This is an optimization exercise on Yosys and OpenROAD, whose aim is small area and a short achievable clock period, not a production implementation.
Function was checked by simulation only, so behaviour that the tests miss may differ from the original.
The flow treats the clock pin as an ideal source. Dropping or thinning the clock tree relies on that and would not hold on a real chip.
Power is estimated from default activity; no workload was simulated.

==> design/flow/design.v <==
module LOG2_NORM (x, mn, ip);
  input  [15:0] x;
  output [4:0]  mn;    
  output [4:0]  ip;    
  wire        a3 = |x[15:12];
  wire        a2 = |x[11:8];
  wire        a1 = |x[7:4];
  wire        a0 = |x[3:0];
  wire [15:7] w  = a3 ? x[15:7] :
                   a2 ? x[11:3] :
                   a1 ? {x[7:0], 1'b0} : {x[3:0], 5'b0};
  wire [4:0]  m  = w[15] ? w[14:10] :
                   w[14] ? w[13:9] :
                   w[13] ? w[12:8] : w[11:7];
  assign      mn = ~m;
  wire        p3 = a3 | a2;
  wire        p2 = a3 | (~a2 & a1);
  wire        p1 = w[15] | w[14];
  wire        p0 = w[15] | (~w[14] & w[13]);
  wire        zero = ~(a3 | a2 | a1 | a0);
  assign ip = zero ? 5'b11000 : {1'b0, p3, p2, p1, p0} - 5'd7;
endmodule   
module LOG2_TABLE (mn, t);
  input  [4:0] mn;    
  output [9:0] t;
  wire   [4:0] m = ~mn;
  localparam [31:0] TBIT0 = 32'hf77f0002;
  localparam [31:0] TBIT1 = 32'h05051774;
  localparam [31:0] TBIT2 = 32'h06531afa;
  localparam [31:0] TBIT3 = 32'had30e356;
  localparam [31:0] TBIT4 = 32'h630ffc64;
  localparam [31:0] TBIT5 = 32'hb5aaaad2;
  localparam [31:0] TBIT6 = 32'hc6333364;
  localparam [31:0] TBIT7 = 32'hf83c3c78;
  localparam [31:0] TBIT8 = 32'hffc03f80;
  localparam [31:0] TBIT9 = 32'hffffc000;
  assign t = {TBIT9[m], TBIT8[m], TBIT7[m], TBIT6[m], TBIT5[m],
              TBIT4[m], TBIT3[m], TBIT2[m], TBIT1[m], TBIT0[m]};
endmodule   
module LOG2_FIXED_POINT
          (i_CLK,
           i_RSTn,
           i_VALID,
           i_DATA_VALID,
           i_DATA,
           o_VALID,
           o_LOG2_VALID,
           o_LOG2);
  input   i_CLK;
  input   i_RSTn;
  input   i_VALID;
  input   i_DATA_VALID;
  input   [15:0] i_DATA;   
  output  o_VALID;
  output  o_LOG2_VALID;
  output  signed [18:0] o_LOG2;   
  wire [4:0] mn;      
  wire [4:0] ip;      
  wire [9:0] t;       
  LOG2_NORM u_norm (.x(i_DATA), .mn(mn), .ip(ip));
  reg  [4:0] r_mn;
  reg  [4:0] r_ip;
  reg        r_vld;   
  always @(posedge i_CLK or negedge i_RSTn)
    if (!i_RSTn)
      r_vld <= 1'b0;
    else if (i_VALID)
      r_vld <= i_DATA_VALID;
  always @(posedge i_CLK)
    if (i_VALID) begin
      r_mn <= mn;
      r_ip <= ip;
    end
  LOG2_TABLE u_table (.mn(r_mn), .t(t));
  assign o_LOG2       = {{4{r_ip[4]}}, r_ip, t};
  assign o_LOG2_VALID = r_vld;
  assign o_VALID      = i_VALID;
endmodule   
==> design/flow/flow/run.sh <==
#!/bin/bash
# Own layout flow. Synthesis: LOG2_NORM is taken as the cell netlist in
# flow/norm_cells.v (the same function as rtl/CLZ.v), LOG2_TABLE is mapped by
# ABC for speed, then the design is flattened. Layout: the standard ORFS
# flow from that netlist, with minimum-size port buffers and a small clock tree.
set -euo pipefail
here=$(pwd)
YOSYS=$FLOW_HOME/../tools/install/yosys/bin/yosys
LIB=$FLOW_HOME/platforms/sky130hd/lib/sky130_fd_sc_hd__tt_025C_1v80.lib
DU="-dont_use *probe* -dont_use *lpflow* -dont_use *clkdly* -dont_use *dlygate* -dont_use *dlymetal*"
mkdir -p syn
# The standard synthesis, run only for the names it gives the flip-flops:
# ours are renamed to match (flow/regnames.py), pairing them by their Q nets.
sed "s#$here/orfs#$here/refsyn#g" standard.sh > refsyn.sh
bash refsyn.sh synth > refsyn.log 2>&1
REF=$here/refsyn/results/sky130hd/LOG2_FIXED_POINT/base/1_2_yosys.v
cat > syn/synth.ys <<EOS
read_liberty -lib $LIB
read_verilog -defer $FLOW_DESIGN
read_verilog -defer -overwrite $here/flow/norm_cells.v
hierarchy -check -top $FLOW_TOP
synth -nofsm -noshare -top $FLOW_TOP
opt -purge
dfflibmap -liberty $LIB $DU
opt
abc -script $here/flow/table.abc -constr $here/flow/table.constr -liberty $LIB $DU LOG2_TABLE
abc -script $here/flow/top.abc -liberty $LIB $DU $FLOW_TOP
flatten
setundef -zero
splitnets
opt_clean -purge
hilomap -singleton -hicell sky130_fd_sc_hd__conb_1 HI -locell sky130_fd_sc_hd__conb_1 LO
insbuf -buf sky130_fd_sc_hd__buf_1 A X
rename -hide w:*\$func\$*
check -assert -mapped
tee -o $here/syn/stat.txt stat -liberty $LIB
write_verilog -noattr -nohex -nodec $here/syn/netlist.v
EOS
$YOSYS -l syn/yosys.log -q syn/synth.ys > /dev/null
python3 flow/regnames.py $REF syn/netlist.v syn/netlist_named.v > syn/regnames.log
CK=sky130_fd_sc_hd__clkbuf_4
bash standard.sh SYNTH_NETLIST_FILES=$here/syn/netlist_named.v \
  "BUFFER_PORTS_ARGS=-buffer_cell sky130_fd_sc_hd__buf_1" \
  "CTS_ARGS=-sink_clustering_enable -repair_clock_nets -buf_list $CK -root_buf sky130_fd_sc_hd__clkbuf_8 -sink_clustering_size 30 -sink_clustering_max_diameter 300 -dont_use_dummy_load" \
  POST_CTS_TCL=$here/flow/post_cts.tcl \
  finish > standard.log 2>&1
==> design/flow/flow/norm_cells.v <==
// Generated by gen/gen_norm.py: LOG2_NORM as sky130_fd_sc_hd cells.
module LOG2_NORM (x, mn, ip);
  input  [15:0] x;
  output [4:0]  mn;
  output [4:0]  ip;
  wire a1, a2, a3, c3, h1, h2, h3, l1, l2, l3, ma0, ma1, ma2, ma3, ma4, mb0, mb1, mb2, mb3, mb4, p2, p3, s0, s1, s2, s3, t0, t1, t2, w12, w13, w14, w15, w15n, wa12, wa13, wa14, wa15, wb12, wb13, wb14, wb15, wn10, wn11, wn12, wn13, wn14, wn7, wn8, wn9, z0, za1, za2, za3;
  sky130_fd_sc_hd__nor2_1 u_h3 (.A(x[15]), .B(x[14]), .Y(h3));
  sky130_fd_sc_hd__nor2_1 u_l3 (.A(x[13]), .B(x[12]), .Y(l3));
  sky130_fd_sc_hd__nand2_1 u_a3 (.A(h3), .B(l3), .Y(a3));
  sky130_fd_sc_hd__nor2_1 u_h2 (.A(x[11]), .B(x[10]), .Y(h2));
  sky130_fd_sc_hd__nor2_1 u_l2 (.A(x[9]), .B(x[8]), .Y(l2));
  sky130_fd_sc_hd__nand2_1 u_a2 (.A(h2), .B(l2), .Y(a2));
  sky130_fd_sc_hd__nor2_1 u_h1 (.A(x[7]), .B(x[6]), .Y(h1));
  sky130_fd_sc_hd__nor2_1 u_l1 (.A(x[5]), .B(x[4]), .Y(l1));
  sky130_fd_sc_hd__nand2_1 u_a1 (.A(h1), .B(l1), .Y(a1));
  sky130_fd_sc_hd__nor4_1 u_z0 (.A(x[3]), .B(x[2]), .C(x[1]), .D(x[0]), .Y(z0));
  sky130_fd_sc_hd__and2_1 u_za3 (.A(h3), .B(l3), .X(za3));
  sky130_fd_sc_hd__and2_1 u_za2 (.A(h2), .B(l2), .X(za2));
  sky130_fd_sc_hd__and2_1 u_za1 (.A(h1), .B(l1), .X(za1));
  sky130_fd_sc_hd__buf_2 u_s3 (.A(a3), .X(s3));
  sky130_fd_sc_hd__and3_2 u_s2 (.A(h3), .B(l3), .C(a2), .X(s2));
  sky130_fd_sc_hd__and3_2 u_s1 (.A(za3), .B(za2), .C(a1), .X(s1));
  sky130_fd_sc_hd__and3_2 u_s0 (.A(za3), .B(za2), .C(za1), .X(s0));
  sky130_fd_sc_hd__or2_0 u_p3 (.A(a3), .B(a2), .X(p3));
  sky130_fd_sc_hd__or2_0 u_p2 (.A(a3), .B(s1), .X(p2));
  sky130_fd_sc_hd__a22oi_1 u_wa15 (.A1(s3), .A2(x[15]), .B1(s2), .B2(x[11]), .Y(wa15));
  sky130_fd_sc_hd__a22oi_1 u_wb15 (.A1(s1), .A2(x[7]), .B1(s0), .B2(x[3]), .Y(wb15));
  sky130_fd_sc_hd__nand2_2 u_w15 (.A(wa15), .B(wb15), .Y(w15));
  sky130_fd_sc_hd__a22oi_1 u_wa14 (.A1(s3), .A2(x[14]), .B1(s2), .B2(x[10]), .Y(wa14));
  sky130_fd_sc_hd__a22oi_1 u_wb14 (.A1(s1), .A2(x[6]), .B1(s0), .B2(x[2]), .Y(wb14));
  sky130_fd_sc_hd__nand2_1 u_w14 (.A(wa14), .B(wb14), .Y(w14));
  sky130_fd_sc_hd__a22oi_1 u_wa13 (.A1(s3), .A2(x[13]), .B1(s2), .B2(x[9]), .Y(wa13));
  sky130_fd_sc_hd__a22oi_1 u_wb13 (.A1(s1), .A2(x[5]), .B1(s0), .B2(x[1]), .Y(wb13));
  sky130_fd_sc_hd__nand2_1 u_w13 (.A(wa13), .B(wb13), .Y(w13));
  sky130_fd_sc_hd__a22oi_1 u_wa12 (.A1(s3), .A2(x[12]), .B1(s2), .B2(x[8]), .Y(wa12));
  sky130_fd_sc_hd__a22oi_1 u_wb12 (.A1(s1), .A2(x[4]), .B1(s0), .B2(x[0]), .Y(wb12));
  sky130_fd_sc_hd__nand2_1 u_w12 (.A(wa12), .B(wb12), .Y(w12));
  sky130_fd_sc_hd__and2_1 u_w15n (.A(wa15), .B(wb15), .X(w15n));
  sky130_fd_sc_hd__a222oi_1 u_wn11 (.A1(s3), .A2(x[11]), .B1(s2), .B2(x[7]), .C1(s1), .C2(x[3]), .Y(wn11));
  sky130_fd_sc_hd__a222oi_1 u_wn10 (.A1(s3), .A2(x[10]), .B1(s2), .B2(x[6]), .C1(s1), .C2(x[2]), .Y(wn10));
  sky130_fd_sc_hd__a222oi_1 u_wn9 (.A1(s3), .A2(x[9]), .B1(s2), .B2(x[5]), .C1(s1), .C2(x[1]), .Y(wn9));
  sky130_fd_sc_hd__a222oi_1 u_wn8 (.A1(s3), .A2(x[8]), .B1(s2), .B2(x[4]), .C1(s1), .C2(x[0]), .Y(wn8));
  sky130_fd_sc_hd__a22oi_1 u_wn7 (.A1(s3), .A2(x[7]), .B1(s2), .B2(x[3]), .Y(wn7));
  sky130_fd_sc_hd__inv_1 u_wn14 (.A(w14), .Y(wn14));
  sky130_fd_sc_hd__inv_1 u_wn13 (.A(w13), .Y(wn13));
  sky130_fd_sc_hd__inv_1 u_wn12 (.A(w12), .Y(wn12));
  sky130_fd_sc_hd__and2_2 u_t2 (.A(w15n), .B(w14), .X(t2));
  sky130_fd_sc_hd__and3_2 u_t1 (.A(w15n), .B(wn14), .C(w13), .X(t1));
  sky130_fd_sc_hd__and3_2 u_t0 (.A(w15n), .B(wn14), .C(wn13), .X(t0));
  sky130_fd_sc_hd__a22oi_1 u_ma4 (.A1(w15), .A2(wn14), .B1(t2), .B2(wn13), .Y(ma4));
  sky130_fd_sc_hd__a22oi_1 u_mb4 (.A1(t1), .A2(wn12), .B1(t0), .B2(wn11), .Y(mb4));
  sky130_fd_sc_hd__nand2_1 u_mn4 (.A(ma4), .B(mb4), .Y(mn[4]));
  sky130_fd_sc_hd__a22oi_1 u_ma3 (.A1(w15), .A2(wn13), .B1(t2), .B2(wn12), .Y(ma3));
  sky130_fd_sc_hd__a22oi_1 u_mb3 (.A1(t1), .A2(wn11), .B1(t0), .B2(wn10), .Y(mb3));
  sky130_fd_sc_hd__nand2_1 u_mn3 (.A(ma3), .B(mb3), .Y(mn[3]));
  sky130_fd_sc_hd__a22oi_1 u_ma2 (.A1(w15), .A2(wn12), .B1(t2), .B2(wn11), .Y(ma2));
  sky130_fd_sc_hd__a22oi_1 u_mb2 (.A1(t1), .A2(wn10), .B1(t0), .B2(wn9), .Y(mb2));
  sky130_fd_sc_hd__nand2_1 u_mn2 (.A(ma2), .B(mb2), .Y(mn[2]));
  sky130_fd_sc_hd__a22oi_1 u_ma1 (.A1(w15), .A2(wn11), .B1(t2), .B2(wn10), .Y(ma1));
  sky130_fd_sc_hd__a22oi_1 u_mb1 (.A1(t1), .A2(wn9), .B1(t0), .B2(wn8), .Y(mb1));
  sky130_fd_sc_hd__nand2_1 u_mn1 (.A(ma1), .B(mb1), .Y(mn[1]));
  sky130_fd_sc_hd__a22oi_1 u_ma0 (.A1(w15), .A2(wn10), .B1(t2), .B2(wn9), .Y(ma0));
  sky130_fd_sc_hd__a22oi_1 u_mb0 (.A1(t1), .A2(wn8), .B1(t0), .B2(wn7), .Y(mb0));
  sky130_fd_sc_hd__nand2_1 u_mn0 (.A(ma0), .B(mb0), .Y(mn[0]));
  sky130_fd_sc_hd__and2_0 u_c3 (.A(p2), .B(w15), .X(c3));
  sky130_fd_sc_hd__nor2_1 u_ip4 (.A(p3), .B(c3), .Y(ip[4]));
  sky130_fd_sc_hd__xnor2_1 u_ip3 (.A(p3), .B(c3), .Y(ip[3]));
  sky130_fd_sc_hd__xor2_1 u_ip2 (.A(p2), .B(w15), .X(ip[2]));
  sky130_fd_sc_hd__nor2_1 u_ip1 (.A(w15), .B(t0), .Y(ip[1]));
  sky130_fd_sc_hd__a211oi_1 u_ip0 (.A1(s0), .A2(z0), .B1(w15), .C1(t1), .Y(ip[0]));
endmodule
==> design/flow/flow/post_cts.tcl <==
# After CTS: the design has only a few flip-flops, so drive all of them from
# the root clock buffer and remove the buffers CTS placed below it.
set block [ord::get_db_block]
set root [$block findInst clkbuf_0_i_CLK]
if { $root != "NULL" } {
  set rootnet [[$root findITerm X] getNet]
  foreach inst [$block getInsts] {
    if { $inst == $root } { continue }
    if { ![string match "sky130_fd_sc_hd__clkbuf_*" [[$inst getMaster] getName]] } { continue }
    set in_net [[$inst findITerm A] getNet]
    if { $in_net != $rootnet } { continue }
    set out_net [[$inst findITerm X] getNet]
    foreach it [$out_net getITerms] {
      if { [$it getInst] == $inst } { continue }
      $it disconnect
      $it connect $rootnet
    }
    puts "post_cts: removed clock buffer [$inst getName]"
    odb::dbInst_destroy $inst
    odb::dbNet_destroy $out_net
  }
  estimate_parasitics -placement
  report_clock_skew
}
==> design/flow/flow/regnames.py <==
#!/usr/bin/env python3
"""Give the flip-flops of our netlist the instance names the standard
synthesis gives them, pairing them by the net on their Q pin.

usage: regnames.py STANDARD_NETLIST OUR_NETLIST OUT_NETLIST
"""
import re, sys

INST = re.compile(r'^(\s*)(sky130_fd_sc_hd__(\w+))\s+(\\\S+|\S+)\s*\((.*?)\);', re.M | re.S)

def norm(net):
    return net.strip().lstrip('\\').replace(' ', '')

def flops(text):
    out = {}
    for m in INST.finditer(text):
        typ = m.group(3)
        if not re.match(r'e?df', typ):
            continue
        q = re.search(r'\.Q\(\s*(.*?)\s*\)', m.group(5), re.S)
        out[norm(q.group(1))] = (m.group(4), typ, m)
    return out

std = flops(open(sys.argv[1]).read())
ours_text = open(sys.argv[2]).read()
ours = flops(ours_text)
if set(std) != set(ours):
    sys.exit(f"flip-flops differ: standard {sorted(std)} ours {sorted(ours)}")
pieces, last = [], 0
for q, (name, typ, m) in sorted(ours.items(), key=lambda kv: kv[1][2].start()):
    sname, styp, _ = std[q]
    if re.sub(r'_\d+$', '', styp) != re.sub(r'_\d+$', '', typ):
        sys.exit(f"flip-flop on {q}: standard cell {styp}, ours {typ}")
    new = sname if sname.startswith('\\') else sname
    if new.startswith('\\'):
        new = new + ' '
    pieces.append(ours_text[last:m.start(4)])
    pieces.append(new)
    last = m.end(4)
    print(f"{name} -> {sname} ({q})")
pieces.append(ours_text[last:])
open(sys.argv[3], 'w').write(''.join(pieces))
==> design/flow/flow/table.abc <==
strash; dc2; dch -f; map -D 700; topo; buffer -p; upsize -D 700; dnsize -D 700; topo
==> design/flow/flow/table.constr <==
set_driving_cell sky130_fd_sc_hd__buf_1
set_load 0.004
==> design/flow/flow/top.abc <==
strash; dch -f; map -D 1000; topo
==> design/flow/standard.sh <==
#!/bin/bash
# synth_recipe.tcl (not shown) runs the flow's synth.tcl, then flattens the netlist and writes it again
# the make line also repeats each setting of config.mk as NAME=value (left out here)
make -C /OpenROAD-flow-scripts/flow DESIGN_CONFIG=/design/flow/config.mk WORK_HOME=/design/flow/orfs CLKGATE_MAP_FILE= SYNTH_SCRIPT=/design/flow/synth_recipe.tcl "${@:-finish}"
==> design/flow/config.mk <==
export PLATFORM = sky130hd
export DESIGN_NAME = LOG2_FIXED_POINT
export DESIGN_NICKNAME = LOG2_FIXED_POINT
export VERILOG_FILES = /design/flow/design.v
export SDC_FILE = /design/flow/constraint.sdc
export NUM_CORES = 4
export LEC_CHECK = 0
export CAP_MARGIN = 20
export CORE_MARGIN = 2
export CORE_UTILIZATION = 20
export SETUP_SLACK_MARGIN = 1.4
export SLEW_MARGIN = 20
==> design/flow/constraint.sdc <==
create_clock -name core_clock -period 4.0 [get_ports {i_CLK}]
set_input_delay 0.8000 -clock core_clock [delete_from_list [all_inputs] [get_ports {i_CLK}]]
set_output_delay 0.8000 -clock core_clock [all_outputs]
set_load 0.01 [all_outputs]
==> results of run 1 <==
[cell type report]
cell class	instances	area (um^2)
inverters	13	48.8
fillers	591	3930
well taps	70	87.6
multi-input cells	111	652
flip-flops and latches	11	325
repair buffers	40	150
clock buffers	1	13.8
[sequential cells by signal, summed over array words and instances, names as in the netlist]
| signal | flops |
|---|---|
| r_ip | 5 |
| r_mn | 5 |
| r_vld | 1 |
[metal layers]
layer	vias to the layer above	global-route usage, %
li1	604	-
met1	561	13.0
met2	50	15.3
met3	4	0.805
met4	0	1.93
met5	-	0
[stage by stage]
| stage | cell area (um^2) | std cells | hold slack, ns | power, W |
|---|---|---|---|---|
| floorplan | 1100 | 153 | 0.504 | 0.000273 |
| global placement | 1260 | 245 | 0.495 | 0.000314 |
| detailed placement | 1260 | 245 | 0.502 | 0.000315 |
| global route | 1280 | 246 | 0.413 | 0.000389 |
| finish | 1280 | 246 | 0.416 | 0.000361 |
[power groups by stage]
| stage | Clock, W | Sequential (W) | Combinational (W) |
|---|---|---|---|
| finish | 0.0000484 | 0.000156 | 0.000157 |
| global route | 0.0000543 | 0.000158 | 0.000176 |
| detailed placement | 0 | 0.000159 | 0.000157 |
| global placement | 0 | 0.000159 | 0.000156 |
| floorplan | 0 | 0.000153 | 0.000120 |
[worst paths after layout]
check                           start       to  depth (start not counted)
setup reg to reg                r_vld    r_vld                          1
hold / removal                 i_RSTn    r_vld                          1
min in group core_clock         r_vld    r_vld                          1
setup / recovery           i_DATA[11]  r_mn[1]                          9
hold reg to reg                 r_vld    r_vld                          1
max in group asynchronous      i_RSTn    r_vld                          1
==> impl_metrics.json, run 1 <==
{
  "outcome": "no timing/DRC/antenna violations",
  "drv_slew": 0,
  "drtIter0Drc": 114,
  "maxCapViolations": 0,
  "synth_cells": 153,
  "switching_power_w": 0.000142,
  "grt_usage_pct": 9.19,
  "clkSinkCount": 11,
  "crit_type": "input port to flop",
  "setup_slack_ns": 1.58,
  "grt_max_degree": 14,
  "drcViolationCount": 0,
  "syn_nets": 173,
  "gp_congestion": 0.837,
  "combPwrFrac_pct": 43.4,
  "p_seq_share_pct": 43.2,
  "wl_um": 2750,
  "crit_arrival_ns": 2.30,
  "wl_met2_um": 1280,
  "pre_cts_ws_ns": 1.48,
  "met1Wirelength_um": 1260,
  "crit_required_ns": 3.88,
  "routedWlPerCell_um": 11.2,
  "startpoint_type": "input port",
  "row_count": 26,
  "die_w_um": 78.0,
  "worstMarginPinSlew_ns": 0.626,
  "fmax_ghz": 0.414,
  "fin_nets": 198,
  "finalClockSkew_ns": 0,
  "worst_path_max_delay_cell": "and3_2",
  "start_util_pct": 21.1,
  "timing.final.crit_share_pct": 60.4,
  "fin_crit_ns": 2.42,
  "vdd_drop_max_uv": 92.7,
  "area_growth_pct": 16.6,
  "grt_antenna_before_repair": 0,
  "core_um2": 5200,
  "endpoint_kind": "flop",
  "rsz0062_at_grt": "no",
  "fin_util_pct": 24.5,
  "yosys_warnings": 0,
  "dp_hpwl_um": 2260,
  "slowest_delay_ns": 0.28,
  "internal-power_w": 0.000219,
  "ant_nets": 0,
  "p_leak_nw": 0.464,
  "tns_ns": 0,
  "grt-ovfl-total": 0,
  "path_delay_family": "simple AND/OR/NAND/NOR gates",
  "clk_latency_ns": 0.13,
  "worst-path-max-fanout": 9,
  "diodes": 0,
  "r2r_slack_ns": 3.25,
  "hold_violations": 0,
  "hold_class": "input port to async pin",
  "netlist_area_um2": 1100,
  "viasPerCell": 4.96,
  "wl_met3_um": 176,
  "switching_share_pct": 39.3,
  "grt_first_pass_wirelength_um": 4550,
  "drive_gt1_share_pct": 6.82,
  "ios": 41,
  "clkPwrFrac_pct": 13.4,
  "maxSlewHeadroom_pct": 58.3,
  "crit_buf_inv": 1,
  "path_cells": "buf_1, nor2_1, and2_1, and3_2, a22oi_1, and2_1, and3_2, a22oi_1, nand2_1",
  "finalSetupViolCount": 0,
  "layout_common_cells": "40 x buf_1, 24 x nand2_1, 21 x a22oi_1",
  "first_pass_iters": 5,
  "power_density_nw_per_um2": 282,
  "die-area_um2": 6090,
  "top_layer_used": "met4",
  "grt_pass1_vias": 1042,
  "numPortBuffers": 40,
  "final_common_cell": "buf_1",
  "syn_avg_cell_area_um2": 7.16,
  "vias": 1219,
  "cts.clk_slew.worst_paths_ns": 0.07,
  "die_y_um": 78.0
}
==> run 2: changes to the inputs <==
==> design/flow/flow/table.abc (replaced) <==
strash; dc2; dch -f; map -D 1000; topo; buffer -p; upsize -D 1000; dnsize -D 1000; topo
--- a/design/flow/config.mk
+++ b/design/flow/config.mk
@@ -7,6 +7,6 @@
 export LEC_CHECK = 0
 export CAP_MARGIN = 20
 export CORE_MARGIN = 2
-export CORE_UTILIZATION = 20
+export CORE_UTILIZATION = 50
 export SETUP_SLACK_MARGIN = 1.4
 export SLEW_MARGIN = 20
==> run 2 against run 1 <==
  * Critical path depth fell by 2
  * Design area fell by 4.3%
  * Clock skew did not move
  * Critical path type is now flop to output port
  * Critical endpoint is now o_LOG2[6]
==> impl_metrics.json, run 2 <==
{
  "die-area_um2": 2560,
  "drv_slew": 0,
  "finalSetupViolCount": 0,
  "row_count": 16,
  "final_common_cell": "buf_1",
  "wl_met3_um": 207,
  "grt_pass1_vias": 994,
  "ios": 41,
  "finalClockSkew_ns": 0,
  "synth_cells": 154,
  "fin_nets": 200,
  "worst-path-max-fanout": 7,
  "vdd_drop_max_uv": 175,
  "die_y_um": 50.6,
  "top_layer_used": "met4",
  "clk_latency_ns": 0.13,
  "first_pass_iters": 5,
  "grt_usage_pct": 22.1,
  "drtIter0Drc": 101,
  "start_util_pct": 54.3,
  "crit_arrival_ns": 1.70,
  "grt_max_degree": 13,
  "fillers": 191,
  "wl_um": 2580,
  "endpoint_kind": "output port",
  "multiInputGateArea_um2": 651,
  "timing.final.crit_share_pct": 62.6,
  "core_um2": 2000,
  "dp_cells": 204,
  "syn_avg_cell_area_um2": 7.06,
  "crit_type": "flop to output port",
  "rsz0062_at_grt": "no",
  "hold_violations": 0,
  "tns_ns": 0,
  "worstMarginPinSlew_ns": 0.651,
  "outcome": "no timing/DRC/antenna violations",
  "largest_registers": "r_ip x5, r_mn x5, r_vld x1",
  "clkSinkCount": 11,
  "maxCapViolations": 0,
  "die_w_um": 50.6,
  "ant_nets": 0,
  "layout.cells.non_filler": 205,
  "regArea_um2": 325,
  "grt_antenna_before_repair": 0,
  "diodes": 0,
  "routedWlPerCell_um": 12.6,
  "power_density_nw_per_um2": 293,
  "cts.clk_slew.worst_paths_ns": 0.07,
  "layout_common_cells": "40 x buf_1, 21 x nand2_1, 20 x a22oi_1",
  "numPortBuffers": 40,
  "area_growth_pct": 12.4,
  "netlist_area_um2": 1090,
  "drcViolationCount": 0,
  "grt_first_pass_wirelength_um": 4310,
  "syn_nets": 174,
  "p_leak_nw": 0.451,
  "maxSlewHeadroom_pct": 56.6,
  "vias": 1237,
  "total_power_w": 0.000358,
  "met1Wirelength_um": 1090,
  "yosys_warnings": 0,
  "wl_met2_um": 1270,
  "viasPerCell": 6.03,
  "hold_class": "input port to async pin",
  "crit_required_ns": 3.20,
  "dp_hpwl_um": 2020,
  "grt-ovfl-total": 0,
  "gp_congestion": 0.951,
  "drive_gt1_share_pct": 5.62,
  "fmax_ghz": 0.399,
  "startpoint_type": "flop",
  "fin_crit_ns": 2.50
}
==> run 2: changes by cell type in the layout (fill, tap and decap cells not counted), sizes merged <==
cell / delta
nor2: +6
o41ai: +1
nand3: -2
a22oi: -1
nand2: -3
o2111ai: -1
a21oi: +3
clkinv: +1
nand4: -1
a31oi: +1
inv: -1
o21ai: -1
==> run 2: power by group <==
group          switching, W  internal (W)  leakage [nW]
clock             0.0000265     0.0000228       0.00719
combinational     0.0000999     0.0000556         0.335
sequential        0.0000133      0.000140         0.109
total              0.000140      0.000219         0.451
==> run 2: worst max-delay path, stage by stage (launching register included) <==
cell and delay, ns:
edfxtp_1 0.49, nor2_1 0.30, inv_1 0.15, a31oi_1 0.21, nand2_1 0.07, a21oi_1 0.15, a21oi_1 0.06, buf_1 0.14
==> run 2: area by class of cell <==
class / instances / share of cell area [%]
multi-input combinational: 113 / 53.2
clock buffer: 1 / 1.13
inverter: 13 / 3.99
timing repair buffer: 40 / 12.3
tap: 27 / 2.76
sequential: 11 / 26.6
==> run 2: layer usage <==
metal | global-route usage, % | vias up
met1 | 29.2 | 553
met2 | 40.4 | 74
met3 | 1.79 | 2
met4 | 2.70 | 0
li1 | - | 608
met5 | 0 | -
==> run 2: path summary, 6_finish.rpt <==
| path | slack (ns) | endpoint | depth (start not counted) | start |
|---|---|---|---|---|
| max reg2reg | 3.26 | r_vld | 1 | r_vld |
| min in group core_clock | 0.51 | r_vld | 1 | r_vld |
| max in group asynchronous | 3.49 | r_vld | 1 | i_RSTn |
| min | 0.41 | r_vld | 1 | i_RSTn |
| max | 1.50 | o_LOG2[6] | 7 | r_mn[0] |
| min reg2reg | 0.51 | r_vld | 1 | r_vld |
==> run 2: per-stage QoR <==
step                setup slack (ns)  instance area (um^2)  hold slack [ns]  util (%)
global placement                1.54                  1210            0.488      60.3
detailed placement              1.50                  1210            0.495      60.3
global route                    1.40                  1220            0.421      61.1
finish                          1.50                  1220            0.412      61.1
floorplan                       1.75                  1090            0.504         -
==> run 3: changes to the inputs <==
--- a/design/flow/config.mk
+++ b/design/flow/config.mk
@@ -7,6 +7,6 @@
 export LEC_CHECK = 0
 export CAP_MARGIN = 20
 export CORE_MARGIN = 2
-export CORE_UTILIZATION = 50
+export CORE_UTILIZATION = 20
 export SETUP_SLACK_MARGIN = 1.4
 export SLEW_MARGIN = 20
==> run 3 against run 2 <==
  * Area after synthesis unchanged
  * Critical path depth decreased by 2
  * Synthesized cell count is the same
  * First-iteration DRC count shrank 20%
  * Worst setup slack improved by 0.091 ns
  * Via count shrank 1.6%
  * Clock power is essentially flat
  * Still clean
==> impl_metrics.json, run 3 <==
{
  "grt_first_pass_wirelength_um": 4890,
  "diodes": 0,
  "rr_startpoint": "r_vld",
  "clk_latency_ns": 0.13,
  "drcViolationCount": 0,
  "hold_violations": 0,
  "startpoint": "r_mn[3]",
  "layout_common_cells": "40 x buf_1, 21 x nand2_1, 20 x a22oi_1",
  "outcome": "no timing/DRC/antenna violations",
  "grt_pass1_vias": 1075,
  "maxSlewHeadroom_pct": 57.4,
  "largest_registers": "r_ip x5, r_mn x5, r_vld x1",
  "fin_crit_ns": 2.41,
  "rsz0062_at_grt": "no",
  "hold_class": "input port to async pin",
  "gp_congestion": 0.870,
  "routedWlPerCell_um": 11.4,
  "grt-ovfl-total": 0,
  "die_w_um": 77.7,
  "numPortBuffers": 40,
  "grt_antenna_before_repair": 0,
  "syn_nets": 174,
  "timing.final.crit_share_pct": 60.3,
  "area_growth_pct": 17.4,
  "finalClockSkew_ns": 0,
  "viasPerCell": 4.91,
  "syn_avg_cell_area_um2": 7.06,
  "ant_nets": 0,
  "fillers": 579,
  "drtIter0Drc": 81,
  "vias": 1217,
  "clkSinkCount": 11,
  "yosys_warnings": 0,
  "crit_type": "flop to output port",
  "final_common_cell": "buf_1",
  "netlist_area_um2": 1090,
  "pre_cts_ws_ns": 1.45,
  "whs_ns": 0.415,
  "grt_usage_pct": 10.2,
  "crit_required_ns": 3.20,
  "maxCapViolations": 0,
  "row_count": 26,
  "power_density_nw_per_um2": 282,
  "fin_nets": 200,
  "core_um2": 5170,
  "grt_max_degree": 13,
  "dp_hpwl_um": 2250,
  "wl_um": 2820,
  "p_leak_nw": 0.451,
  "tns_ns": 0,
  "start_util_pct": 21.0,
  "setup_slack_ns": 1.59,
  "fmax_ghz": 0.414,
  "drive_gt1_share_pct": 5.62,
  "finalSetupViolCount": 0,
  "endpoint_kind": "output port",
  "drv_slew": 0,
  "worstMarginPinSlew_ns": 0.638,
  "vdd_drop_max_uv": 72.1,
  "die-area_um2": 6040,
  "cts.clk_slew.worst_paths_ns": 0.07,
  "die_y_um": 77.7,
  "startpoint_type": "flop",
  "worst-path-max-fanout": 10,
  "crit_arrival_ns": 1.61,
  "synth_cells": 154,
  "ios": 41,
  "first_pass_iters": 7
}
[run 3: worst paths after layout]
check / end / cells past startpoint / slack [ns]
hold reg to reg: r_vld / 1 / 0.51
setup / recovery: o_LOG2[0] / 5 / 1.59
min in group core_clock: r_vld / 1 / 0.51
setup reg to reg: r_vld / 1 / 3.26
max in group asynchronous: r_vld / 1 / 3.49
hold / removal: r_vld / 1 / 0.41
[run 3: through the flow]
step / area [um^2] / power (W) / utilization [%] / std cells
after floorplan: 1090 / 0.000271 / - / 154
after global placement: 1260 / 0.000312 / 24.4 / 247
after detailed placement: 1260 / 0.000312 / 24.4 / 247
after global routing: 1280 / 0.000395 / 24.7 / 248
final: 1280 / 0.000360 / 24.7 / 248
[run 3: critical path: stages (launching register included)]
cell	delay (ns)
edfxtp_1	0.54
inv_1	0.21
nor2_1	0.16
inv_1	0.09
o41ai_1	0.29
buf_1	0.19
[run 3: area by class of cell]
cell class              instances  area (um^2)  area share (%)
clock buffers                   1         13.8            1.08
flip-flops and latches         11          325            25.5
repair buffers                 40          150            11.8
well taps                      70         87.6            6.86
multi-input cells             113          651            51.0
inverters                      13         48.8            3.82
[run 3: power by group]
part	internal, W	switching, W
Sequential	0.000140	0.0000144
Combinational	0.0000556	0.000100
Clock	0.0000228	0.0000267
Total	0.000219	0.000141
[run 3: per-layer routing]
layer | GRT usage (%) | part of all wire (%)
met1 | 14.3 | 45
met2 | 16.6 | 47
met3 | 0.116 | 6.6
met4 | 3.93 | 1.4
met5 | 0 | 0
==> run 4: changes to the inputs <==
--- a/design/flow/config.mk
+++ b/design/flow/config.mk
@@ -8,5 +8,5 @@
 export CAP_MARGIN = 20
 export CORE_MARGIN = 2
 export CORE_UTILIZATION = 20
-export SETUP_SLACK_MARGIN = 1.4
+export SETUP_SLACK_MARGIN = 1.47
 export SLEW_MARGIN = 20
==> run 4 against run 3 <==
  * Global-route usage is the same
  * Clock power shrank 0.8%
  * Critical path depth grew 2
  * Synthesized cell count is the same
  * Sequential share of layout area shrank 0.63 points
  * Hold slack gained 0.00060 ns
  * Combinational power grew 7%
==> impl_metrics.json, run 4 <==
{
  "rsz0062_at_grt": "yes",
  "r2r_slack_ns": 3.26,
  "path_cells": "nor2_2, inv_1, a31oi_1, nand2_1, a21oi_1, a21oi_1, buf_1",
  "drtIter0Drc": 91,
  "ant_nets": 0,
  "fmax_ghz": 0.420,
  "crit_buf_inv": 2,
  "area_growth_pct": 20.4,
  "largest_registers": "r_ip x5, r_mn x5, r_vld x1",
  "worst_path_max_delay_cell": "edfxtp_1",
  "cpMostUsedCell": "a21oi_1",
  "outcome": "no timing/DRC/antenna violations",
  "netlist_area_um2": 1090,
  "wl_um": 2880,
  "startpoint_type": "flop",
  "cts.clk_slew.worst_paths_ns": 0.07,
  "start_util_pct": 21.0,
  "numPortBuffers": 40,
  "first_pass_iters": 5,
  "timing.final.crit_share_pct": 59.6,
  "clk_latency_ns": 0.13,
  "core_um2": 5170,
  "final_common_cell": "buf_1",
  "finalClockSkew_ns": 0,
  "pre_cts_ws_ns": 1.45,
  "worstMarginPinSlew_ns": 0.633,
  "fin_nets": 204,
  "dp_hpwl_um": 2250,
  "synth_cells": 154,
  "syn_nets": 174,
  "viasPerCell": 4.98,
  "yosys_warnings": 0,
  "grt-ovfl-total": 0,
  "drcViolationCount": 0,
  "slowest_delay_ns": 0.47,
  "grt_usage_pct": 10.2,
  "die_y_um": 77.7,
  "setup_slack_ns": 1.62,
  "syn_avg_cell_area_um2": 7.06,
  "grt_antenna_before_repair": 0,
  "grt_first_pass_wirelength_um": 4890,
  "gp_congestion": 0.870,
  "worst-path-max-fanout": 5,
  "tns_ns": 0,
  "worst-path-stages": 7,
  "hold_class": "input port to async pin",
  "drv_slew": 0,
  "p_leak_nw": 0.469,
  "r2r_cells": 1,
  "die_w_um": 77.7,
  "crit_type": "flop to output port",
  "drive_gt1_share_pct": 8.79,
  "maxCapViolations": 0,
  "ios": 41,
  "finalSetupViolCount": 0,
  "clkSinkCount": 11,
  "crit_arrival_ns": 1.58,
  "layout_common_cells": "40 x buf_1, 21 x nand2_1, 20 x a22oi_1",
  "total_power_w": 0.000368,
  "endpoint_kind": "output port",
  "row_count": 26,
  "fin_crit_ns": 2.38,
  "power_density_nw_per_um2": 281,
  "maxSlewHeadroom_pct": 57.8,
  "grt_max_degree": 13,
  "path_delay_family": "flip-flops",
  "vdd_drop_max_uv": 72.2,
  "hold_violations": 0,
  "diodes": 0,
  "routedWlPerCell_um": 11.4,
  "crit_required_ns": 3.20,
  "vias": 1256,
  "grt_pass1_vias": 1075,
  "die-area_um2": 6040
}
run 4: per-layer routing:
metal	vias up	part of all wire (%)	global-route usage, %
li1	613	-	-
met1	574	45	14.3
met2	65	47	16.6
met3	4	6.8	0.116
met4	0	1.5	3.93
met5	-	0	0
run 4: final timing paths:
path / start / end
max: r_mn[1] / o_LOG2[6]
min: i_RSTn / r_vld
max reg2reg: r_vld / r_vld
min reg2reg: r_vld / r_vld
max in group asynchronous: i_RSTn / r_vld
min in group core_clock: r_vld / r_vld
run 4: final cells by class:
type / instances / area [um^2]
inverters: 13 / 48.8
multi-input cells: 113 / 653
flip-flops and latches: 11 / 325
repair buffers: 44 / 180
clock buffers: 1 / 13.8
well taps: 70 / 87.6
fillers: 578 / 3860
run 4: report_power, final:
part | switching [W] | internal, W
clock | 0.0000263 | 0.0000228
sequential | 0.0000118 | 0.000140
combinational | 0.000105 | 0.0000614
total | 0.000144 | 0.000225
run 4: per-stage QoR:
step           util, %  hold WS (ns)  cells  cell area [um^2]
6_report          25.3         0.416    252              1310
5_1_grt           25.3         0.404    252              1310
3_5_place_dp      24.4         0.502    247              1260
3_3_place_gp      24.4         0.489    247              1260
2_1_floorplan        -         0.504    154              1090
==> run 5: changes to the inputs <==
--- a/design/flow/flow/post_cts.tcl
+++ b/design/flow/flow/post_cts.tcl
@@ -22,3 +22,7 @@
   estimate_parasitics -placement
   report_clock_skew
 }
+
+# Downsize gates that have timing slack to spare, keeping the setup margin.
+repair_timing -recover_power 100 -setup_margin $::env(SETUP_SLACK_MARGIN) -verbose
+report_design_area
--- a/design/flow/config.mk
+++ b/design/flow/config.mk
@@ -8,5 +8,5 @@
 export CAP_MARGIN = 20
 export CORE_MARGIN = 2
 export CORE_UTILIZATION = 20
-export SETUP_SLACK_MARGIN = 1.47
+export SETUP_SLACK_MARGIN = 1.4
 export SLEW_MARGIN = 20
==> run 5 against run 4 <==
  * Register-to-register slack hardly changed
  * Count of clock-buffer cells in the layout stayed put
  * Clock skew unchanged
  * Synthesized cell count is the same
  * Combinational power decreased by 7%
  * First-iteration DRC count rose by 6.6%
  * Critical endpoint is now r_mn[1]
==> impl_metrics.json, run 5 <==
{
  "clk_latency_ns": 0.13,
  "path_cells": "buf_1, nor2_1, and2_0, and3_2, a22oi_1, and2_0, and3_1, a22oi_1, nand2_1",
  "dpl_cell_area_um2": 1260,
  "total_power_w": 0.000360,
  "setup_slack_ns": 1.57,
  "row_count": 26,
  "first_pass_iters": 5,
  "synth_cells": 154,
  "design_area_um2": 1270,
  "numPortBuffers": 40,
  "outcome": "no timing/DRC/antenna violations",
  "dp_cells": 247,
  "worst_path_max_delay_cell": "and3_2",
  "syn_nets": 174,
  "ios": 41,
  "fillers": 581,
  "slowest_delay_ns": 0.27,
  "drive_gt1_share_pct": 3.93,
  "ant_nets": 0,
  "maxCapViolations": 0,
  "hold_violations": 0,
  "worst-path-max-fanout": 9,
  "viasPerCell": 4.95,
  "die_y_um": 77.7,
  "timing.final.crit_share_pct": 60.7,
  "die_w_um": 77.7,
  "grt_pass1_vias": 1075,
  "routedWlPerCell_um": 11.4,
  "vdd_drop_max_uv": 72.1,
  "core_um2": 5170,
  "fin_nets": 200,
  "crit_arrival_ns": 2.32,
  "crit_required_ns": 3.89,
  "largest_registers": "r_ip x5, r_mn x5, r_vld x1",
  "maxSlewHeadroom_pct": 58.8,
  "drtIter0Drc": 97,
  "syn_avg_cell_area_um2": 7.06,
  "drv_slew": 0,
  "diodes": 0,
  "finalClockSkew_ns": 0,
  "finalSetupViolCount": 0,
  "grt-ovfl-total": 0,
  "netlist_area_um2": 1090,
  "gp_congestion": 0.870,
  "endpoint_kind": "flop",
  "wl_um": 2820,
  "grt_first_pass_wirelength_um": 4890,
  "cts.clk_slew.worst_paths_ns": 0.07,
  "start_util_pct": 21.0,
  "startpoint_type": "input port",
  "worstMarginPinSlew_ns": 0.619,
  "grt_usage_pct": 10.2,
  "crit_type": "input port to flop",
  "layout.cells.non_filler": 248,
  "vias": 1227,
  "fmax_ghz": 0.412,
  "pre_cts_ws_ns": 1.45,
  "tns_ns": 0,
  "hold_class": "input port to async pin",
  "grt_antenna_before_repair": 0,
  "rsz0062_at_grt": "no",
  "fin_crit_ns": 2.43,
  "clkSinkCount": 11,
  "crit_buf_inv": 1,
  "path_delay_family": "simple AND/OR/NAND/NOR gates",
  "dp_hpwl_um": 2250,
  "grt_max_degree": 13,
  "layout_common_cells": "39 x buf_1, 22 x nand2_1, 20 x a22oi_1",
  "area_growth_pct": 16.9,
  "drcViolationCount": 0,
  "power_density_nw_per_um2": 283,
  "die-area_um2": 6040,
  "final_common_cell": "buf_1",
  "p_leak_nw": 0.450,
  "yosys_warnings": 0
}
## run 5: power breakdown
group	total [W]	switching, W	internal, W	leakage [nW]
sequential	0.000155	0.0000146	0.000140	0.109
clock	0.0000495	0.0000267	0.0000228	0.00719
combinational	0.000155	0.000100	0.0000551	0.334
## run 5: layer usage
metal	up-vias	GRT usage, %	part of all wire, %
met3	2	0.116	7.2
li1	603	-	-
met5	-	0	0
met1	558	14.3	45
met2	64	16.6	46
met4	0	3.93	1.4
## run 5: through the flow
step / hold WS, ns / utilization [%]
floorplan: 0.504 / -
global placement: 0.489 / 24.4
detailed placement: 0.502 / 24.4
finish: 0.415 / 24.6
global route: 0.404 / 24.6
## run 5: worst paths after layout
kind                             from  endpoint  slack (ns)  depth (start not counted)
hold reg to reg                 r_vld     r_vld        0.51                          1
hold / removal                 i_RSTn     r_vld        0.41                          1
max in group asynchronous      i_RSTn     r_vld        3.49                          1
min in group core_clock         r_vld     r_vld        0.51                          1
setup reg to reg                r_vld     r_vld        3.26                          1
setup / recovery           i_DATA[13]   r_mn[1]        1.57                          9
## run 5: layout make-up
type                    instances  area [um^2]  share of cell area (%)
flip-flops and latches         11          325                    25.6
inverters                      13         48.8                    3.84
multi-input cells             113          646                    50.8
repair buffers                 40          150                    11.8
clock buffers                   1         13.8                    1.08
well taps                      70         87.6                    6.89
==> run 6: changes to the inputs <==
--- a/design/flow/flow/run.sh
+++ b/design/flow/flow/run.sh
@@ -1,7 +1,7 @@
 #!/bin/bash
-# Own layout flow. Synthesis: LOG2_NORM is taken as the cell netlist in
-# flow/norm_cells.v (the same function as rtl/CLZ.v), LOG2_TABLE is mapped by
-# ABC for speed, then the design is flattened. Layout: the standard ORFS
+# Own layout flow. Synthesis: LOG2_NORM and LOG2_TABLE are taken as the cell
+# netlists in flow/norm_cells.v and flow/table_cells.v (the same functions as
+# rtl/CLZ.v and rtl/Log2Table.v), then the design is flattened. Layout: the standard ORFS
 # flow from that netlist, with minimum-size port buffers and a small clock tree.
 set -euo pipefail
 here=$(pwd)
@@ -18,12 +18,12 @@
 read_liberty -lib $LIB
 read_verilog -defer $FLOW_DESIGN
 read_verilog -defer -overwrite $here/flow/norm_cells.v
+read_verilog -defer -overwrite $here/flow/table_cells.v
 hierarchy -check -top $FLOW_TOP
 synth -nofsm -noshare -top $FLOW_TOP
 opt -purge
 dfflibmap -liberty $LIB $DU
 opt
-abc -script $here/flow/table.abc -constr $here/flow/table.constr -liberty $LIB $DU LOG2_TABLE
 abc -script $here/flow/top.abc -liberty $LIB $DU $FLOW_TOP
 flatten
 setundef -zero
--- a/design/flow/flow/post_cts.tcl
+++ b/design/flow/flow/post_cts.tcl
@@ -22,7 +22,3 @@
   estimate_parasitics -placement
   report_clock_skew
 }
-
-# Downsize gates that have timing slack to spare, keeping the setup margin.
-repair_timing -recover_power 100 -setup_margin $::env(SETUP_SLACK_MARGIN) -verbose
-report_design_area
==> design/flow/flow/table_cells.v (new file) <==
// Generated by gen/gen_table.sh: LOG2_TABLE (rtl/Log2Table.v) as sky130_fd_sc_hd cells.

module LOG2_TABLE(mn, t);
  input [4:0] mn;
  wire [4:0] mn;
  output [9:0] t;
  wire [9:0] t;
  wire _00_;
  wire _01_;
  wire _02_;
  wire _03_;
  wire _04_;
  wire _05_;
  wire _06_;
  wire _07_;
  wire _08_;
  wire _09_;
  wire _10_;
  wire _11_;
  wire _12_;
  wire _13_;
  wire _14_;
  wire _15_;
  wire _16_;
  wire _17_;
  wire _18_;
  wire _19_;
  wire _20_;
  wire _21_;
  wire _22_;
  wire _23_;
  wire _24_;
  wire _25_;
  wire _26_;
  wire _27_;
  wire _28_;
  wire _29_;
  wire _30_;
  wire _31_;
  wire _32_;
  wire _33_;
  wire _34_;
  wire _35_;
  wire _36_;
  wire _37_;
  wire _38_;
  wire _39_;
  wire _40_;
  wire _41_;
  wire _42_;
  wire _43_;
  sky130_fd_sc_hd__inv_2 _44_ (
    .A(mn[0]),
    .Y(_00_)
  );
  sky130_fd_sc_hd__inv_1 _45_ (
    .A(mn[3]),
    .Y(_01_)
  );
  sky130_fd_sc_hd__inv_2 _46_ (
    .A(mn[4]),
    .Y(_02_)
  );
  sky130_fd_sc_hd__nand2_2 _47_ (
    .A(_01_),
    .B(_02_),
    .Y(_03_)
  );
  sky130_fd_sc_hd__nand2_2 _48_ (
    .A(mn[3]),
    .B(mn[4]),
    .Y(_04_)
  );
  sky130_fd_sc_hd__and2_4 _49_ (
    .A(_03_),
    .B(_04_),
    .X(_05_)
  );
  sky130_fd_sc_hd__inv_1 _50_ (
    .A(mn[2]),
    .Y(_06_)
  );
  sky130_fd_sc_hd__inv_2 _51_ (
    .A(mn[1]),
    .Y(_07_)
  );
  sky130_fd_sc_hd__nor2_1 _52_ (
    .A(mn[2]),
    .B(mn[4]),
    .Y(_08_)
  );
  sky130_fd_sc_hd__nor3_2 _53_ (
    .A(mn[0]),
    .B(_07_),
    .C(_08_),
    .Y(_09_)
  );
  sky130_fd_sc_hd__o21ai_2 _54_ (
    .A1(_06_),
    .A2(_02_),
    .B1(_09_),
    .Y(_10_)
  );
  sky130_fd_sc_hd__o31ai_2 _55_ (
    .A1(_00_),
    .A2(mn[1]),
    .A3(_05_),
    .B1(_10_),
    .Y(_11_)
  );
  sky130_fd_sc_hd__inv_1 _56_ (
    .A(_11_),
    .Y(_12_)
  );
  sky130_fd_sc_hd__nand2_1 _57_ (
    .A(mn[1]),
    .B(mn[4]),
    .Y(_13_)
  );
  sky130_fd_sc_hd__nor2_1 _58_ (
    .A(mn[2]),
    .B(mn[3]),
    .Y(_14_)
  );
  sky130_fd_sc_hd__nor2_1 _59_ (
    .A(_13_),
    .B(_14_),
    .Y(_15_)
  );
  sky130_fd_sc_hd__nand2_1 _60_ (
    .A(_07_),
    .B(mn[2]),
    .Y(_16_)
  );
  sky130_fd_sc_hd__nor2_1 _61_ (
    .A(mn[3]),
    .B(_16_),
    .Y(_17_)
  );
  sky130_fd_sc_hd__a21oi_1 _62_ (
    .A1(_00_),
    .A2(_07_),
    .B1(_17_),
    .Y(_18_)
  );
  sky130_fd_sc_hd__o21ai_2 _63_ (
    .A1(_00_),
    .A2(_07_),
    .B1(_14_),
    .Y(_19_)
  );
  sky130_fd_sc_hd__nand2_1 _64_ (
    .A(_19_),
    .B(_08_),
    .Y(_20_)
  );
  sky130_fd_sc_hd__o21ai_0 _65_ (
    .A1(_05_),
    .A2(_18_),
    .B1(_20_),
    .Y(_21_)
  );
  sky130_fd_sc_hd__a21oi_1 _66_ (
    .A1(_12_),
    .A2(_15_),
    .B1(_21_),
    .Y(t[4])
  );
  sky130_fd_sc_hd__nand2_1 _67_ (
    .A(mn[2]),
    .B(mn[3]),
    .Y(_22_)
  );
  sky130_fd_sc_hd__inv_1 _68_ (
    .A(_14_),
    .Y(_23_)
  );
  sky130_fd_sc_hd__nand2_1 _69_ (
    .A(_23_),
    .B(_22_),
    .Y(_24_)
  );
  sky130_fd_sc_hd__nor3_1 _70_ (
    .A(mn[0]),
    .B(mn[1]),
    .C(_24_),
    .Y(_25_)
  );
  sky130_fd_sc_hd__o32ai_1 _71_ (
    .A1(mn[0]),
    .A2(_07_),
    .A3(_22_),
    .B1(mn[4]),
    .B2(_25_),
    .Y(t[0])
  );
  sky130_fd_sc_hd__nor2_1 _72_ (
    .A(_00_),
    .B(_05_),
    .Y(_26_)
  );
  sky130_fd_sc_hd__o211ai_1 _73_ (
    .A1(_13_),
    .A2(_22_),
    .B1(_19_),
    .C1(_26_),
    .Y(_27_)
  );
  sky130_fd_sc_hd__o21ai_0 _74_ (
    .A1(_06_),
    .A2(_03_),
    .B1(_00_),
    .Y(_28_)
  );
  sky130_fd_sc_hd__a21oi_1 _75_ (
    .A1(_10_),
    .A2(_16_),
    .B1(_04_),
    .Y(_29_)
  );
  sky130_fd_sc_hd__a21oi_1 _76_ (
    .A1(_27_),
    .A2(_28_),
    .B1(_29_),
    .Y(t[5])
  );
  sky130_fd_sc_hd__nor2_1 _77_ (
    .A(_00_),
    .B(_08_),
    .Y(_30_)
  );
  sky130_fd_sc_hd__o211ai_2 _78_ (
    .A1(_00_),
    .A2(_04_),
    .B1(_07_),
    .C1(_03_),
    .Y(_31_)
  );
  sky130_fd_sc_hd__nand2_1 _79_ (
    .A(_10_),
    .B(_31_),
    .Y(_32_)
  );
  sky130_fd_sc_hd__nand2_1 _80_ (
    .A(_32_),
    .B(_19_),
    .Y(_33_)
  );
  sky130_fd_sc_hd__o21ai_0 _81_ (
    .A1(_06_),
    .A2(_02_),
    .B1(_33_),
    .Y(_34_)
  );
  sky130_fd_sc_hd__o21ai_0 _82_ (
    .A1(_00_),
    .A2(_01_),
    .B1(_02_),
    .Y(_35_)
  );
  sky130_fd_sc_hd__o21ai_1 _83_ (
    .A1(_35_),
    .A2(_11_),
    .B1(_19_),
    .Y(_36_)
  );
  sky130_fd_sc_hd__a21oi_1 _84_ (
    .A1(_30_),
    .A2(_34_),
    .B1(_36_),
    .Y(t[2])
  );
  sky130_fd_sc_hd__nand2_1 _85_ (
    .A(_03_),
    .B(_07_),
    .Y(_37_)
  );
  sky130_fd_sc_hd__a32oi_1 _86_ (
    .A1(mn[0]),
    .A2(_24_),
    .A3(_37_),
    .B1(_32_),
    .B2(_19_),
    .Y(t[3])
  );
  sky130_fd_sc_hd__nand2_1 _87_ (
    .A(_31_),
    .B(_01_),
    .Y(_38_)
  );
  sky130_fd_sc_hd__o21ai_0 _88_ (
    .A1(_24_),
    .A2(_31_),
    .B1(_38_),
    .Y(t[8])
  );
  sky130_fd_sc_hd__o21ai_0 _89_ (
    .A1(mn[1]),
    .A2(_23_),
    .B1(mn[4]),
    .Y(t[9])
  );
  sky130_fd_sc_hd__inv_1 _90_ (
    .A(_30_),
    .Y(_39_)
  );
  sky130_fd_sc_hd__o21ai_0 _91_ (
    .A1(_13_),
    .A2(_22_),
    .B1(_19_),
    .Y(_40_)
  );
  sky130_fd_sc_hd__a21oi_1 _92_ (
    .A1(_39_),
    .A2(_13_),
    .B1(_40_),
    .Y(t[1])
  );
  sky130_fd_sc_hd__nor2_1 _93_ (
    .A(mn[1]),
    .B(_23_),
    .Y(_41_)
  );
  sky130_fd_sc_hd__o21ai_0 _94_ (
    .A1(_41_),
    .A2(_05_),
    .B1(_37_),
    .Y(_42_)
  );
  sky130_fd_sc_hd__nand2_1 _95_ (
    .A(_12_),
    .B(_42_),
    .Y(t[6])
  );
  sky130_fd_sc_hd__nand2_1 _96_ (
    .A(_31_),
    .B(_06_),
    .Y(_43_)
  );
  sky130_fd_sc_hd__o21ai_0 _97_ (
    .A1(_16_),
    .A2(_26_),
    .B1(_43_),
    .Y(t[7])
  );
endmodule
removed: design/flow/flow/table.abc
removed: design/flow/flow/table.constr
==> run 6 against run 5 <==
  * First-iteration DRC count decreased by 37%
  * Die area decreased by 1.4%
  * Power decreased by 0.37%
  * Clock power is 4.4% lower
  * Register-to-register slack about the same
  * Utilization is essentially flat
  * Still clean on timing, DRC and antenna
  * Largest cell class unchanged
  * Combinational power is 3% higher
  * Global-route usage decreased by 1.1 points
  * Critical path depth shrank 1
  * Flip-flop and latch count stayed put
==> impl_metrics.json, run 6 <==
{
  "regArea_um2": 325,
  "power_density_nw_per_um2": 284,
  "p_leak_nw": 0.454,
  "outcome": "no timing/DRC/antenna violations",
  "grt_max_degree": 13,
  "wl_um": 2620,
  "finalClockSkew_ns": 0,
  "path_delay_family": "simple AND/OR/NAND/NOR gates",
  "largest_registers": "r_ip x5, r_mn x5, r_vld x1",
  "grt_antenna_before_repair": 0,
  "finalSetupViolCount": 0,
  "met1_usage_pct": 12.5,
  "vdd_drop_max_uv": 89.9,
  "worstMarginPinSlew_ns": 0.689,
  "numPortBuffers": 40,
  "layout_common_cells": "40 x buf_1, 22 x nand2_1, 19 x a22oi_1",
  "startpoint_type": "flop",
  "busiest_layer": "met2",
  "global_route.usage.met3_pct": 0.118,
  "hold_class": "input port to async pin",
  "path_cells": "nor2_1, nor3_2, o21ai_2, nand2_1, nand2_1, o21ai_0, a21oi_1, buf_1",
  "cts.clk_slew.worst_paths_ns": 0.07,
  "diodes": 0,
  "netlist_area_um2": 1070,
  "tns_ns": 0,
  "dp_hpwl_um": 2120,
  "grt_first_pass_wirelength_um": 4410,
  "setup_slack_ns": 1.55,
  "clk_latency_ns": 0.13,
  "crit_arrival_ns": 1.65,
  "crit_required_ns": 3.20,
  "start_util_pct": 20.8,
  "hold_violations": 0,
  "ant_nets": 0,
  "design_area_um2": 1260,
  "final_common_cell": "buf_1",
  "dpl_cell_area_um2": 1250,
  "timing.final.crit_share_pct": 61.2,
  "worst_path_max_delay_cell": "edfxtp_1",
  "first_pass_iters": 4,
  "drcViolationCount": 0,
  "rsz0062_at_grt": "no",
  "synth_cells": 145,
  "slowest_delay_ns": 0.49,
  "fmax_ghz": 0.409,
  "worst-path-stages": 8,
  "syn_nets": 165,
  "pre_cts_ws_ns": 1.45,
  "die-area_um2": 5960,
  "multiInputGateArea_um2": 643,
  "drtIter0Drc": 61,
  "die_w_um": 77.2,
  "row_count": 26,
  "worst-path-max-fanout": 6,
  "syn_avg_cell_area_um2": 7.39,
  "endpoint_kind": "output port",
  "yosys_warnings": 0,
  "die_y_um": 77.2,
  "fillers": 611,
  "grt_usage_pct": 9.13,
  "vias": 1146,
  "maxCapViolations": 0,
  "viasPerCell": 4.78,
  "grt-ovfl-total": 0,
  "cpMostUsedCell": "nand2_1",
  "crit_type": "flop to output port",
  "clkSinkCount": 11,
  "area_growth_pct": 17.8,
  "r2r_cells": 1,
  "routedWlPerCell_um": 10.9,
  "gp_congestion": 0.848,
  "drive_gt1_share_pct": 11.8,
  "maxSlewHeadroom_pct": 54.0,
  "ios": 41,
  "grt_pass1_vias": 972,
  "met2_usage_pct": 16.0,
  "fin_crit_ns": 2.45,
  "core_um2": 5140,
  "fin_nets": 192,
  "crit_buf_inv": 1,
  "drv_slew": 0
}
==> run 6: changes by cell type in the layout (fill, tap and decap cells not counted), moves of 3 or more <==
cell     before  now
a31oi_1       3    0
nand2_2       0    3
nor2_1       18   15
inv_1        12    8
inv_2         0    3
==> run 6: final timing paths <==
| kind | startpoint | to | slack, ns |
|---|---|---|---|
| max in group asynchronous | i_RSTn | r_vld | 3.49 |
| setup / recovery | r_mn[4] | o_LOG2[2] | 1.55 |
| setup reg to reg | r_vld | r_vld | 3.26 |
| min in group core_clock | r_vld | r_vld | 0.51 |
| hold / removal | i_RSTn | r_vld | 0.42 |
| hold reg to reg | r_vld | r_vld | 0.51 |
==> run 6: layout make-up <==
type	count	area share (%)
well taps	70	6.94
flip-flops and latches	11	25.8
repair buffers	40	11.9
multi-input cells	107	51.0
clock buffers	1	1.09
inverters	11	3.27
==> run 6: report_power, final <==
group          internal, W  switching, W
sequential        0.000140     0.0000115
combinational    0.0000566      0.000103
clock            0.0000227     0.0000246
total             0.000220      0.000139
==> run 6: metal layers <==
metal	part of all wire [%]	wire length [um]	vias to the layer above
met5	0	0	-
met4	1.0	27	0
met3	7.4	193	2
met2	46	1200	57
met1	46	1200	521
li1	-	-	566
==> run 6: stage by stage <==
step	cells	hold slack (ns)	total power, W	utilization, %
finish	240	0.416	0.000358	24.5
floorplan	145	0.504	0.000273	-
global placement	239	0.489	0.000312	24.3
global route	240	0.408	0.000388	24.5
detailed placement	239	0.502	0.000313	24.3
==> run 7: changes to the inputs <==
--- a/design/flow/config.mk
+++ b/design/flow/config.mk
@@ -8,5 +8,5 @@
 export CAP_MARGIN = 20
 export CORE_MARGIN = 2
 export CORE_UTILIZATION = 20
-export SETUP_SLACK_MARGIN = 1.4
+export SETUP_SLACK_MARGIN = 1.58
 export SLEW_MARGIN = 20
==> run 7 against run 6 <==
  * Register-to-register slack is essentially flat
  * Sequential share of layout area down 2.5 points
  * Still clean on timing, DRC and antenna
  * Combinational power increased by 17%
  * First-iteration DRC count fell by 3.3%
  * Cell count grew 2.9%
  * Critical path depth unchanged
==> impl_metrics.json, run 7 <==
{
  "endpoint_kind": "flop",
  "syn_nets": 165,
  "finalSetupViolCount": 0,
  "yosys_warnings": 0,
  "clk_latency_ns": 0.13,
  "area_growth_pct": 30.3,
  "final_common_cell": "buf_1",
  "fin_util_pct": 27.1,
  "start_util_pct": 20.8,
  "r2r_cells": 1,
  "worst-path-max-fanout": 8,
  "syn_avg_cell_area_um2": 7.39,
  "reg2reg_to": "r_vld",
  "grt_max_degree": 13,
  "ant_nets": 0,
  "clkSinkCount": 11,
  "crit_required_ns": 4.00,
  "drtIter0Drc": 59,
  "viasPerCell": 4.89,
  "core_um2": 5140,
  "layout_common_cells": "36 x buf_1, 20 x nand2_1, 15 x a22oi_1",
  "grt_pass1_vias": 980,
  "power_density_nw_per_um2": 276,
  "rr_startpoint": "r_vld",
  "startpoint_type": "input port",
  "diodes": 0,
  "drive_gt1_share_pct": 24.9,
  "hold_class": "input port to async pin",
  "fmax_ghz": 0.421,
  "fin_crit_ns": 2.37,
  "r2r_slack_ns": 3.26,
  "die_y_um": 77.2,
  "netlist_area_um2": 1070,
  "tns_ns": 0,
  "crit_arrival_ns": 2.38,
  "maxSlewHeadroom_pct": 52.7,
  "numPortBuffers": 40,
  "cts.clk_slew.worst_paths_ns": 0.07,
  "first_pass_iters": 5,
  "finalClockSkew_ns": 0,
  "vdd_drop_max_uv": 87.4,
  "rsz0062_at_grt": "yes",
  "row_count": 26,
  "drcViolationCount": 0,
  "maxCapViolations": 0,
  "fin_nets": 199,
  "hold_violations": 0,
  "vias": 1209,
  "ios": 41,
  "routedWlPerCell_um": 11.6,
  "grt_first_pass_wirelength_um": 4420,
  "die_w_um": 77.2,
  "timing.final.crit_share_pct": 59.3,
  "gp_congestion": 0.848,
  "grt_usage_pct": 9.15,
  "worstMarginPinSlew_ns": 0.710,
  "crit_type": "input port to flop",
  "die-area_um2": 5960,
  "wl_um": 2850,
  "synth_cells": 145,
  "drv_slew": 0,
  "dp_hpwl_um": 2120,
  "largest_registers": "r_ip x5, r_mn x5, r_vld x1",
  "grt_antenna_before_repair": 0,
  "grt-ovfl-total": 0,
  "p_leak_nw": 0.500,
  "outcome": "no timing/DRC/antenna violations"
}
## run 7: cell count changes in the layout (fill, tap and decap cells not counted), sizes merged
cell and change:
clkbuf +2, buf +5
## run 7: how the worst max path moves through the flow
stage,slack (ns),cells after the start,startpoint,endpoint
after floorplan,1.75,8,i_DATA[13],r_mn[3]
after global placement,1.48,9,i_DATA[15],r_mn[0]
after detailed placement,1.45,9,i_DATA[15],r_mn[1]
after global routing,1.57,7,r_mn[0],o_LOG2[2]
final,1.63,8,i_DATA[9],r_mn[1]
## run 7: metrics by stage
stage	hold WS, ns	std cells	instance area, um^2	power [W]	worst slack (ns)
2_1_floorplan	0.504	145	1070	0.000273	1.75
3_3_place_gp	0.489	239	1250	0.000312	1.48
3_5_place_dp	0.502	239	1250	0.000313	1.45
5_1_grt	0.408	247	1400	0.000414	1.57
6_report	0.416	247	1400	0.000385	1.63
## run 7: final cells by class
cell class	instances	area, um^2
well taps	70	87.6
multi-input cells	107	719
flip-flops and latches	11	325
clock buffers	1	13.8
fillers	609	3740
repair buffers	47	208
inverters	11	41.3
## run 7: report_power, final
group / switching [W] / internal [W] / leakage, nW / total, W
sequential: 0.0000116 / 0.000140 / 0.109 / 0.000152
clock: 0.0000246 / 0.0000227 / 0.00719 / 0.0000474
combinational: 0.000114 / 0.0000714 / 0.384 / 0.000186
## run 7: critical path, stage by stage
cell	delay, ns
buf_1	0.14
nor2_1	0.08
and2_1	0.16
and3_4	0.20
buf_4	0.14
a222oi_1	0.55
a22oi_1	0.20
nand2_1	0.09
## run 7: layer usage
layer  share of wire [%]  wire (um)  up-vias  track usage [%]
met5                   0          0        -                0
met4                 1.2         33        0             2.14
met3                 8.0        229        4            0.118
met2                  47       1350       69             16.2
met1                  43       1240      553             12.4
li1                    -          -      583                -
==> run 8: changes to the inputs <==
--- a/design/flow/config.mk
+++ b/design/flow/config.mk
@@ -8,5 +8,5 @@
 export CAP_MARGIN = 20
 export CORE_MARGIN = 2
 export CORE_UTILIZATION = 20
-export SETUP_SLACK_MARGIN = 1.58
+export SETUP_SLACK_MARGIN = 1.5
 export SLEW_MARGIN = 20
==> run 8 against run 7 <==
  * Largest cell class unchanged
  * Sequential power is essentially flat
  * Worst setup slack better by 0.027 ns
  * Area after synthesis unchanged
  * Still clean on timing, DRC and antenna
  * Flip-flop and latch count stayed put
  * First-iteration DRC count up 29%
  * Hold slack about the same
==> impl_metrics.json, run 8 <==
{
  "outcome": "no timing/DRC/antenna violations",
  "crit_required_ns": 3.20,
  "core_um2": 5140,
  "worstMarginPinSlew_ns": 0.720,
  "grt_usage_pct": 9.15,
  "slowest_delay_ns": 0.45,
  "synth_cells": 145,
  "die-area_um2": 5960,
  "timing.final.crit_share_pct": 58.7,
  "r2r_cells": 1,
  "switching_power_w": 0.000141,
  "fin_crit_ns": 2.35,
  "drcViolationCount": 0,
  "switching_share_pct": 38.4,
  "p_leak_nw": 0.474,
  "vdd_drop_max_uv": 90.6,
  "tns_ns": 0,
  "grt_first_pass_wirelength_um": 4420,
  "wl_um": 2690,
  "hold_class": "input port to async pin",
  "layout_common_cells": "39 x buf_1, 22 x nand2_1, 19 x a22oi_1",
  "grt_max_degree": 13,
  "largest_registers": "r_ip x5, r_mn x5, r_vld x1",
  "drtIter0Drc": 76,
  "ant_nets": 0,
  "routedWlPerCell_um": 11.0,
  "row_count": 26,
  "clkSinkCount": 11,
  "cts.clk_slew.worst_paths_ns": 0.07,
  "path_cells": "inv_1, nand2_2, and2_4, o31ai_2, o21ai_1, a21oi_1, buf_1",
  "finalClockSkew_ns": 0,
  "first_pass_iters": 4,
  "area_growth_pct": 21.5,
  "total_power_w": 0.000368,
  "drv_slew": 0,
  "clk_latency_ns": 0.13,
  "endpoint_kind": "output port",
  "die_y_um": 77.2,
  "maxSlewHeadroom_pct": 52.0,
  "fmax_ghz": 0.426,
  "numPortBuffers": 40,
  "dp_cells": 239,
  "r2r_slack_ns": 3.26,
  "syn_nets": 165,
  "syn_avg_cell_area_um2": 7.39,
  "hold_violations": 0,
  "grt_pass1_vias": 979,
  "maxCapViolations": 0,
  "ios": 41,
  "setup_slack_ns": 1.65,
  "start_util_pct": 20.8,
  "reg2reg_to": "r_vld",
  "finalSetupViolCount": 0,
  "final_common_cell": "buf_1",
  "gp_congestion": 0.848,
  "combPwrFrac_pct": 45.9,
  "vias": 1181,
  "netlist_area_um2": 1070,
  "internal-power_w": 0.000226,
  "dp_hpwl_um": 2120,
  "startpoint_type": "flop",
  "die_w_um": 77.2,
  "rr_startpoint": "r_vld",
  "power_density_nw_per_um2": 283,
  "rsz0062_at_grt": "no",
  "worst_path_max_delay_cell": "edfxtp_1",
  "pre_cts_ws_ns": 1.45,
  "drive_gt1_share_pct": 15.5,
  "worst-path-stages": 7,
  "yosys_warnings": 0,
  "crit_type": "flop to output port",
  "grt_antenna_before_repair": 0,
  "clkPwrFrac_pct": 12.9,
  "diodes": 0,
  "layout.cells.non_filler": 244,
  "fillers": 610,
  "fin_nets": 196,
  "crit_buf_inv": 2,
  "path_delay_family": "flip-flops",
  "crit_arrival_ns": 1.55,
  "p_seq_share_pct": 41.2,
  "viasPerCell": 4.84,
  "worst-path-max-fanout": 5,
  "grt-ovfl-total": 0
}
[run 8: changes by cell type in the layout (fill, tap and decap cells not counted), sizes merged]
cell	change
buf	-2
clkbuf	-1
[run 8: per-layer routing]
metal	share of wire, %	GRT usage, %	vias to the layer above	wire length, um
met4	1.0	2.14	0	27
met2	46	16.2	71	1250
li1	-	-	575	-
met5	0	0	-	0
met1	42	12.4	533	1130
met3	11	0.118	2	286
[run 8: area by class of cell]
cell class	instances	area [um^2]	area share [%]
Clock buffer	1	13.8	1.06
Inverter	11	41.3	3.17
Multi-Input combinational cell	107	652	50.1
Sequential cell	11	325	25.0
Tap cell	70	87.6	6.73
Timing Repair Buffer	44	181	13.9
[run 8: worst max path at each step]
| stage | startpoint | to |
|---|---|---|
| after floorplan | i_DATA[13] | r_mn[3] |
| after global placement | i_DATA[15] | r_mn[0] |
| after detailed placement | i_DATA[15] | r_mn[1] |
| after global routing | i_DATA[13] | r_mn[1] |
| final | r_mn[3] | o_LOG2[2] |
[run 8: power groups by stage]
| stage | combinational [W] | sequential [W] | clock [W] |
|---|---|---|---|
| 6_report | 0.000169 | 0.000152 | 0.0000473 |
| 5_1_grt | 0.000188 | 0.000154 | 0.0000545 |
| 3_5_place_dp | 0.000158 | 0.000154 | 0 |
| 3_3_place_gp | 0.000158 | 0.000154 | 0 |
| 2_1_floorplan | 0.000118 | 0.000155 | 0 |
[run 8: stage by stage]
step,util [%],hold WS (ns),area (um^2)
after floorplan,-,0.504,1070
after global placement,24.3,0.489,1250
after detailed placement,24.3,0.502,1250
after global routing,25.3,0.408,1300
final,25.3,0.416,1300
